What follows belongs to an exercise in optimizing a design on an open flow for small area; a production flow would make more cautious choices.
Where RTL was checked, it was by simulation tests only, not by an equivalence proof against the original.
The clock port is modelled as an ideal driver, which makes a skipped or thinned clock tree look cheaper than it is; a real chip needs a root buffer or a tree.
Power is estimated from default activity; no workload was simulated.

Design FSM_LightStand, start of the top module:
module FSM_LightStand(
    input i_clk,
    input i_reset,
    input [2:0] i_button,
    output o_pwm_light
    );
For scale: ~85 flip-flops, roughly 6 I/O pins, about 3500 um2 of cells after synthesis.
==> module ClockDivider, before the edit <==
module ClockDivider(
    input i_clk,
    input i_reset,
    output o_wrap,
    output o_pre_last
    );
    localparam [13:0] C_RESET = 14'b01101100010101;
    localparam [13:0] C_9899  = 14'b10111110011110;
    localparam [13:0] C_LAST  = 14'b00100010110011;
    reg [13:0] r_lo;
    assign o_wrap     = &{~r_lo[13], ~r_lo[12], r_lo[11], ~r_lo[10], ~r_lo[8], r_lo[7], ~r_lo[6], r_lo[5], r_lo[4], ~r_lo[3], r_lo[1], r_lo[0]};
    assign o_pre_last = &{r_lo[13], ~r_lo[12], r_lo[11], r_lo[10], r_lo[8], r_lo[7], ~r_lo[6], r_lo[4], r_lo[3], r_lo[2], ~r_lo[0]};
    wire w_fb = ~(r_lo[13] ^ r_lo[0] ^ r_lo[3] ^ r_lo[7]) ^ o_wrap;
    always @(posedge i_clk or posedge i_reset) begin
        if (i_reset) r_lo <= C_RESET;
        else         r_lo <= {r_lo[12:0], w_fb};
    end
endmodule
==> module FSM_Light, before the edit <==
module FSM_Light(
    input i_clk,
    input i_reset,
    input [2:0] i_button,
    output [4:1] o_level
    );
    reg [2:0] r_level;
    wire w_top = r_level[2] & ~r_level[0];    
    wire w_bot = ~r_level[1] & ~r_level[0];   
    assign o_level[1] = r_level[1] | r_level[0];
    assign o_level[2] = r_level[1];
    assign o_level[3] = r_level[2];
    assign o_level[4] = w_top;
    always @(posedge i_clk or posedge i_reset) begin
        if (i_reset)
            r_level <= 3'b000;
        else if (i_button[0]) begin
            if (!w_top) r_level <= {r_level[1:0], ~r_level[2]};
        end
        else if (i_button[1]) begin
            if (!w_bot) r_level <= {~r_level[0], r_level[2:1]};
        end
        else if (i_button[2])
            r_level <= 3'b000;
    end
endmodule
==> flow/config.mk <==
export PLATFORM = sky130hd
export DESIGN_NAME = FSM_LightStand
export DESIGN_NICKNAME = FSM_LightStand
export VERILOG_FILES = /design/flow/design.v
export SDC_FILE = /design/flow/constraint.sdc
export NUM_CORES = 4
export LEC_CHECK = 0
export CAP_MARGIN = 20
export CORE_MARGIN = 2
export CORE_UTILIZATION = 40
export SLEW_MARGIN = 20
==> flow/constraint.sdc <==
create_clock -name core_clock -period 10.0 [get_ports {i_clk}]
set_input_delay 2.0000 -clock core_clock [delete_from_list [all_inputs] [get_ports {i_clk}]]
set_output_delay 2.0000 -clock core_clock [all_outputs]
set_load 0.01 [all_outputs]
standard.sh (not shown) runs the stock make flow with config.mk's settings and CLKGATE_MAP_FILE= SYNTH_SCRIPT=/design/flow/synth_recipe.tcl, a recipe that flattens the netlist after the stock synthesis.
==> flow/flow/run.sh <==
#!/bin/bash
# The standard synthesis and layout, with these layout changes:
#  - the clock tree is one level of 3 clock buffers clkbuf_16 (flow/pre_cts.tcl)
#  - port buffers are the smallest buffer cell
#  - repair_design aims at the library's cap and slew limits (no margin)
set -euo pipefail
export FLOW_CLK_BUF=sky130_fd_sc_hd__clkbuf_16
export FLOW_CLK_K=3
bash standard.sh \
  "PRE_CTS_TCL=$PWD/flow/pre_cts.tcl" \
  "BUFFER_PORTS_ARGS=-buffer_cell sky130_fd_sc_hd__buf_1" \
  CAP_MARGIN=0 SLEW_MARGIN=0 CORE_UTILIZATION=70  \
  finish > flow_run.log 2>&1
Other scripts of this flow, unchanged in this note and not shown: flow/flow/pre_cts.tcl
Edit:
--- a/flow/design.v
+++ b/flow/design.v
@@ -4,15 +4,15 @@
     input i_reset,
     output o_wrap,
     output o_pre_last
     );
-    localparam [13:0] C_RESET = 14'b01101100010101;
-    localparam [13:0] C_9899  = 14'b10111110011110;
-    localparam [13:0] C_LAST  = 14'b00100010110011;
+    localparam [13:0] C_RESET = 14'b00111010110010;
+    localparam [13:0] C_9899  = 14'b00101010001010;
+    localparam [13:0] C_LAST  = 14'b11100011001110;
     reg [13:0] r_lo;
-    assign o_wrap     = &{~r_lo[13], ~r_lo[12], r_lo[11], ~r_lo[10], ~r_lo[8], r_lo[7], ~r_lo[6], r_lo[5], r_lo[4], ~r_lo[3], r_lo[1], r_lo[0]};
-    assign o_pre_last = &{r_lo[13], ~r_lo[12], r_lo[11], r_lo[10], r_lo[8], r_lo[7], ~r_lo[6], r_lo[4], r_lo[3], r_lo[2], ~r_lo[0]};
-    wire w_fb = ~(r_lo[13] ^ r_lo[0] ^ r_lo[3] ^ r_lo[7]) ^ o_wrap;
+    assign o_wrap     = &{r_lo[13], r_lo[12], r_lo[11], ~r_lo[10], r_lo[7], r_lo[6], ~r_lo[5], r_lo[3], r_lo[2], r_lo[1], ~r_lo[0]};
+    assign o_pre_last = &{~r_lo[12], r_lo[11], ~r_lo[10], r_lo[9], ~r_lo[8], r_lo[7], ~r_lo[6], ~r_lo[5], ~r_lo[4], r_lo[3], ~r_lo[2], ~r_lo[0]};
+    wire w_fb = ~(r_lo[13] ^ r_lo[1] ^ r_lo[3] ^ r_lo[12]) ^ o_wrap;
     always @(posedge i_clk or posedge i_reset) begin
         if (i_reset) r_lo <= C_RESET;
         else         r_lo <= {r_lo[12:0], w_fb};
     end
@@ -94,26 +94,19 @@
     input i_reset,
     input [2:0] i_button,
     output [4:1] o_level
     );
-    reg [2:0] r_level;
-    wire w_top = r_level[2] & ~r_level[0];    
-    wire w_bot = ~r_level[1] & ~r_level[0];   
-    assign o_level[1] = r_level[1] | r_level[0];
-    assign o_level[2] = r_level[1];
-    assign o_level[3] = r_level[2];
-    assign o_level[4] = w_top;
+    reg [4:1] r_level;
+    assign o_level = r_level;
     always @(posedge i_clk or posedge i_reset) begin
         if (i_reset)
-            r_level <= 3'b000;
-        else if (i_button[0]) begin
-            if (!w_top) r_level <= {r_level[1:0], ~r_level[2]};
-        end
-        else if (i_button[1]) begin
-            if (!w_bot) r_level <= {~r_level[0], r_level[2:1]};
-        end
+            r_level <= 4'b0000;
+        else if (i_button[0])
+            r_level <= {r_level[3:1], 1'b1};
+        else if (i_button[1])
+            r_level <= {1'b0, r_level[4:2]};
         else if (i_button[2])
-            r_level <= 3'b000;
+            r_level <= 4'b0000;
     end
 endmodule
 `timescale 1ns / 1ps
 module MUX(
Setup slack is better by 0.35 ns.
Wire length rises by 1.9%.
Via count is about the same.
Design area falls by 0.37%.
Global-route usage rises by 0.98 points.
Only the layout flow was run in the first run of this note; the RTL was not checked for function there. In every run of this note, the design's own scripts or RTL, not TritonCTS, make the clock network.


FSM_LightStand, a different RTL version from the one above (not shown whole).
Size: about 86 flip-flops, ~6 I/O pins, ~3500 sq um of cells after synthesis.
==> module ClockDivider, before the edit <==
module ClockDivider(
    input i_clk,
    input i_reset,
    output o_wrap,
    output o_pre_last
    );
    localparam [13:0] C_RESET = 14'b10101100110000;
    localparam [13:0] C_9899  = 14'b00111000010011;
    localparam [13:0] C_LAST  = 14'b11011001100011;
    reg [13:0] r_lo;
    assign o_wrap     = &{r_lo[13], r_lo[12], ~r_lo[11], r_lo[10], r_lo[9], ~r_lo[8], ~r_lo[7], r_lo[6], r_lo[5], ~r_lo[3], r_lo[1]};
    assign o_pre_last = &{~r_lo[13], ~r_lo[12], r_lo[11], r_lo[10], r_lo[9], ~r_lo[8], ~r_lo[7], ~r_lo[6], ~r_lo[5], ~r_lo[3], r_lo[1], r_lo[0]};
    wire w_fb = ~(r_lo[13] ^ r_lo[4] ^ r_lo[7] ^ r_lo[8]) ^ o_wrap;
    always @(posedge i_clk or posedge i_reset) begin
        if (i_reset) r_lo <= C_RESET;
        else         r_lo <= {r_lo[12:0], w_fb};
    end
endmodule
==> module Counter, before the edit <==
module Counter(
    input i_clk,
    input i_reset,
    input i_wrap,
    input i_pre_last,
    output [3:0] o_hi,
    output o_last
    );
    reg [3:0] r_hi;
    reg r_last;
    assign o_hi = r_hi;
    assign o_last = r_last;
    wire w_hi9 = r_hi[3] & r_hi[0];
    always @(posedge i_clk or posedge i_reset) begin
        if (i_reset) begin
            r_hi <= 4'd0;
            r_last <= 1'b0;
        end
        else begin
            if (i_wrap)
                r_hi <= w_hi9 ? 4'd0 : r_hi + 4'd1;
            if (i_wrap)
                r_last <= 1'b0;
            else if (i_pre_last & w_hi9)
                r_last <= 1'b1;
        end
    end
endmodule
==> module Comparator, before the edit <==
module Comparator(
    input [3:0] i_hi,
    input i_last,
    output o_light_1, o_light_2, o_light_3, o_light_4
    );
    assign o_light_1 = (i_hi == 4'd0);
    assign o_light_2 = (i_hi < 4'd4);
    assign o_light_3 = (i_hi < 4'd7);
    assign o_light_4 = ~i_last;
endmodule
==> module FSM_LightStand, before the edit <==
module FSM_LightStand(
    input i_clk,
    input i_reset,
    input [2:0] i_button,
    output o_pwm_light
    );
    wire w_wrap, w_pre_last;
    ClockDivider clkdiv(
        .i_clk(i_clk),
        .i_reset(i_reset),
        .o_wrap(w_wrap),
        .o_pre_last(w_pre_last)
    );
    wire [3:0] w_hi;
    wire w_last;
    Counter count(
        .i_clk(i_clk),
        .i_reset(i_reset),
        .i_wrap(w_wrap),
        .i_pre_last(w_pre_last),
        .o_hi(w_hi),
        .o_last(w_last)
    );
    wire [4:1] w_light;
    Comparator comp(
        .i_hi(w_hi),
        .i_last(w_last),
        .o_light_1(w_light[1]),
        .o_light_2(w_light[2]),
        .o_light_3(w_light[3]),
        .o_light_4(w_light[4])
    );
    wire [2:0] w_release;
    ButtonController UpBTN(
        .i_clk(i_clk),
        .i_reset(i_reset),
        .i_button(i_button[0]),
        .o_release(w_release[0])
    );
    ButtonController DownBTN(
        .i_clk(i_clk),
        .i_reset(i_reset),
        .i_button(i_button[1]),
        .o_release(w_release[1])
    );
    ButtonController OffBTN(
        .i_clk(i_clk),
        .i_reset(i_reset),
        .i_button(i_button[2]),
        .o_release(w_release[2])
    );
    wire [4:1] w_level;
    FSM_Light fsm_led(
        .i_clk(i_clk),
        .i_reset(i_reset),
        .i_button(w_release),
        .o_level(w_level)
    );
    MUX pwmsel(
        .i_clk(i_clk),
        .i_reset(i_reset),
        .i_x(w_light),
        .i_level(w_level),
        .o_y(o_pwm_light)
    );
endmodule
==> flow/config.mk <==
export PLATFORM = sky130hd
export DESIGN_NAME = FSM_LightStand
export DESIGN_NICKNAME = FSM_LightStand
export VERILOG_FILES = /design/flow/design.v
export SDC_FILE = /design/flow/constraint.sdc
export NUM_CORES = 4
export LEC_CHECK = 0
export CAP_MARGIN = 20
export CORE_MARGIN = 2
export CORE_UTILIZATION = 40
export SLEW_MARGIN = 20
==> flow/constraint.sdc <==
create_clock -name core_clock -period 10.0 [get_ports {i_clk}]
set_input_delay 2.0000 -clock core_clock [delete_from_list [all_inputs] [get_ports {i_clk}]]
set_output_delay 2.0000 -clock core_clock [all_outputs]
set_load 0.01 [all_outputs]
Scripts as last shown in full above: flow/flow/run.sh
Other scripts of this flow, unchanged in this note and not shown: flow/flow/pre_cts.tcl
The starting point passed the timing, design-rule and antenna checks.
Next try:
--- a/flow/design.v
+++ b/flow/design.v
@@ -3,17 +3,17 @@
     input i_clk,
     input i_reset,
     output o_wrap,
     output o_pre_last
     );
-    localparam [13:0] C_RESET = 14'b10101100110000;
-    localparam [13:0] C_9899  = 14'b00111000010011;
-    localparam [13:0] C_LAST  = 14'b11011001100011;
+    localparam [13:0] C_RESET = 14'b00010111100010;
+    localparam [13:0] C_9899  = 14'b11100110000000;
+    localparam [13:0] C_LAST  = 14'b01111010010101;
     reg [13:0] r_lo;
-    assign o_wrap     = &{r_lo[13], r_lo[12], ~r_lo[11], r_lo[10], r_lo[9], ~r_lo[8], ~r_lo[7], r_lo[6], r_lo[5], ~r_lo[3], r_lo[1]};
-    assign o_pre_last = &{~r_lo[13], ~r_lo[12], r_lo[11], r_lo[10], r_lo[9], ~r_lo[8], ~r_lo[7], ~r_lo[6], ~r_lo[5], ~r_lo[3], r_lo[1], r_lo[0]};
-    wire w_fb = ~(r_lo[13] ^ r_lo[4] ^ r_lo[7] ^ r_lo[8]) ^ o_wrap;
+    assign o_wrap     = &{~r_lo[13], r_lo[12], r_lo[11], r_lo[10], r_lo[9], r_lo[7], ~r_lo[6], ~r_lo[5], r_lo[4], ~r_lo[3], r_lo[2], r_lo[0]};
+    assign o_pre_last = &{r_lo[13], r_lo[11], ~r_lo[10], ~r_lo[9], r_lo[8], r_lo[7], ~r_lo[6], ~r_lo[5], ~r_lo[3], ~r_lo[2], ~r_lo[1]};
+    wire w_fb = ~(r_lo[13] ^ r_lo[0] ^ r_lo[5] ^ r_lo[7]) ^ o_wrap;
     always @(posedge i_clk or posedge i_reset) begin
         if (i_reset) r_lo <= C_RESET;
         else         r_lo <= {r_lo[12:0], w_fb};
     end
 endmodule
@@ -21,43 +21,32 @@
 module Counter(
     input i_clk,
     input i_reset,
     input i_wrap,
     input i_pre_last,
-    output [3:0] o_hi,
-    output o_last
+    output [3:0] o_hi
     );
     reg [3:0] r_hi;
-    reg r_last;
     assign o_hi = r_hi;
-    assign o_last = r_last;
-    wire w_hi9 = r_hi[3] & r_hi[0];
+    wire w_hi9  = r_hi[3] & r_hi[0];    
+    wire w_hi10 = r_hi[3] & r_hi[1];
     always @(posedge i_clk or posedge i_reset) begin
-        if (i_reset) begin
+        if (i_reset)
             r_hi <= 4'd0;
-            r_last <= 1'b0;
-        end
-        else begin
-            if (i_wrap)
-                r_hi <= w_hi9 ? 4'd0 : r_hi + 4'd1;
-            if (i_wrap)
-                r_last <= 1'b0;
-            else if (i_pre_last & w_hi9)
-                r_last <= 1'b1;
-        end
+        else if (w_hi9 ? i_pre_last : i_wrap)
+            r_hi <= w_hi10 ? 4'd0 : r_hi + 4'd1;
     end
 endmodule
 `timescale 1ns / 1ps
 module Comparator(
     input [3:0] i_hi,
-    input i_last,
     output o_light_1, o_light_2, o_light_3, o_light_4
     );
     assign o_light_1 = (i_hi == 4'd0);
     assign o_light_2 = (i_hi < 4'd4);
     assign o_light_3 = (i_hi < 4'd7);
-    assign o_light_4 = ~i_last;
+    assign o_light_4 = ~(i_hi[3] & i_hi[1]);
 endmodule
 `timescale 1ns / 1ps
 module ButtonController(
     input i_clk,
     input i_reset,
@@ -140,23 +129,20 @@
         .i_reset(i_reset),
         .o_wrap(w_wrap),
         .o_pre_last(w_pre_last)
     );
     wire [3:0] w_hi;
-    wire w_last;
     Counter count(
         .i_clk(i_clk),
         .i_reset(i_reset),
         .i_wrap(w_wrap),
         .i_pre_last(w_pre_last),
-        .o_hi(w_hi),
-        .o_last(w_last)
+        .o_hi(w_hi)
     );
     wire [4:1] w_light;
     Comparator comp(
         .i_hi(w_hi),
-        .i_last(w_last),
         .o_light_1(w_light[1]),
         .o_light_2(w_light[2]),
         .o_light_3(w_light[3]),
         .o_light_4(w_light[4])
     );
Die area is about the same.
Total power is lower by 0.64%.
Routed wire length fell by 2.7%.
Synthesized cell count grows by 0.40%.
Maximum frequency drops by 0.41%.
Design area barely changes.
Global-route usage shrinks by 0.27 points.
Clock power hardly moves.
Via count rises by 2.3%.
Function was not checked in any run of this note: the RTL went through the layout flow alone. No run of this note takes its clock network from TritonCTS; it comes from the design's own scripts or RTL.

-- separate check: timing with driven ports --
The results above use ideal ports. As a check the final layouts listed here were re-extracted and re-timed, cells and wires unchanged. Step 1, drivers: a clkbuf_16 drives i_clk and a buf_2 each remaining input, both assumed. Step 2 times the ports against the registers' clock, not the clock port: input delays grow and output delays shrink by t, the midpoint of the rising clock arrivals with the driver on. a / b / c = no drivers / after step 1 / after step 2; a / b = the first two.
| run | t, ns | setup slack, ns | worst setup path after step 2 | worst register clock-pin slew, ns | pins driven straight from the clock port |
|---|---|---|---|---|---|
| the first run of note 1 | 0.216 | 6.647 / 6.688 / 6.472 | input to register | 0.10 / 0.10 | 3 |
| the second run of note 1 | 0.224 | 6.996 / 7.039 / 6.816 | input, reset recovery | 0.11 / 0.11 | 3 |
| the first run of note 2 | 0.213 | 6.584 / 6.615 / 6.402 | input to register | 0.10 / 0.10 | 3 |
| the second run of note 2 | 0.225 | 6.569 / 6.609 / 6.384 | input to register | 0.11 / 0.11 | 3 |
After both steps setup and hold are still met in every run listed. For the second run of note 2, which loses most, drivers alone change the setup slack by +0.040 ns; drivers and shift together by -0.185 ns. The worst setup slack also covers recovery checks on asynchronous resets.
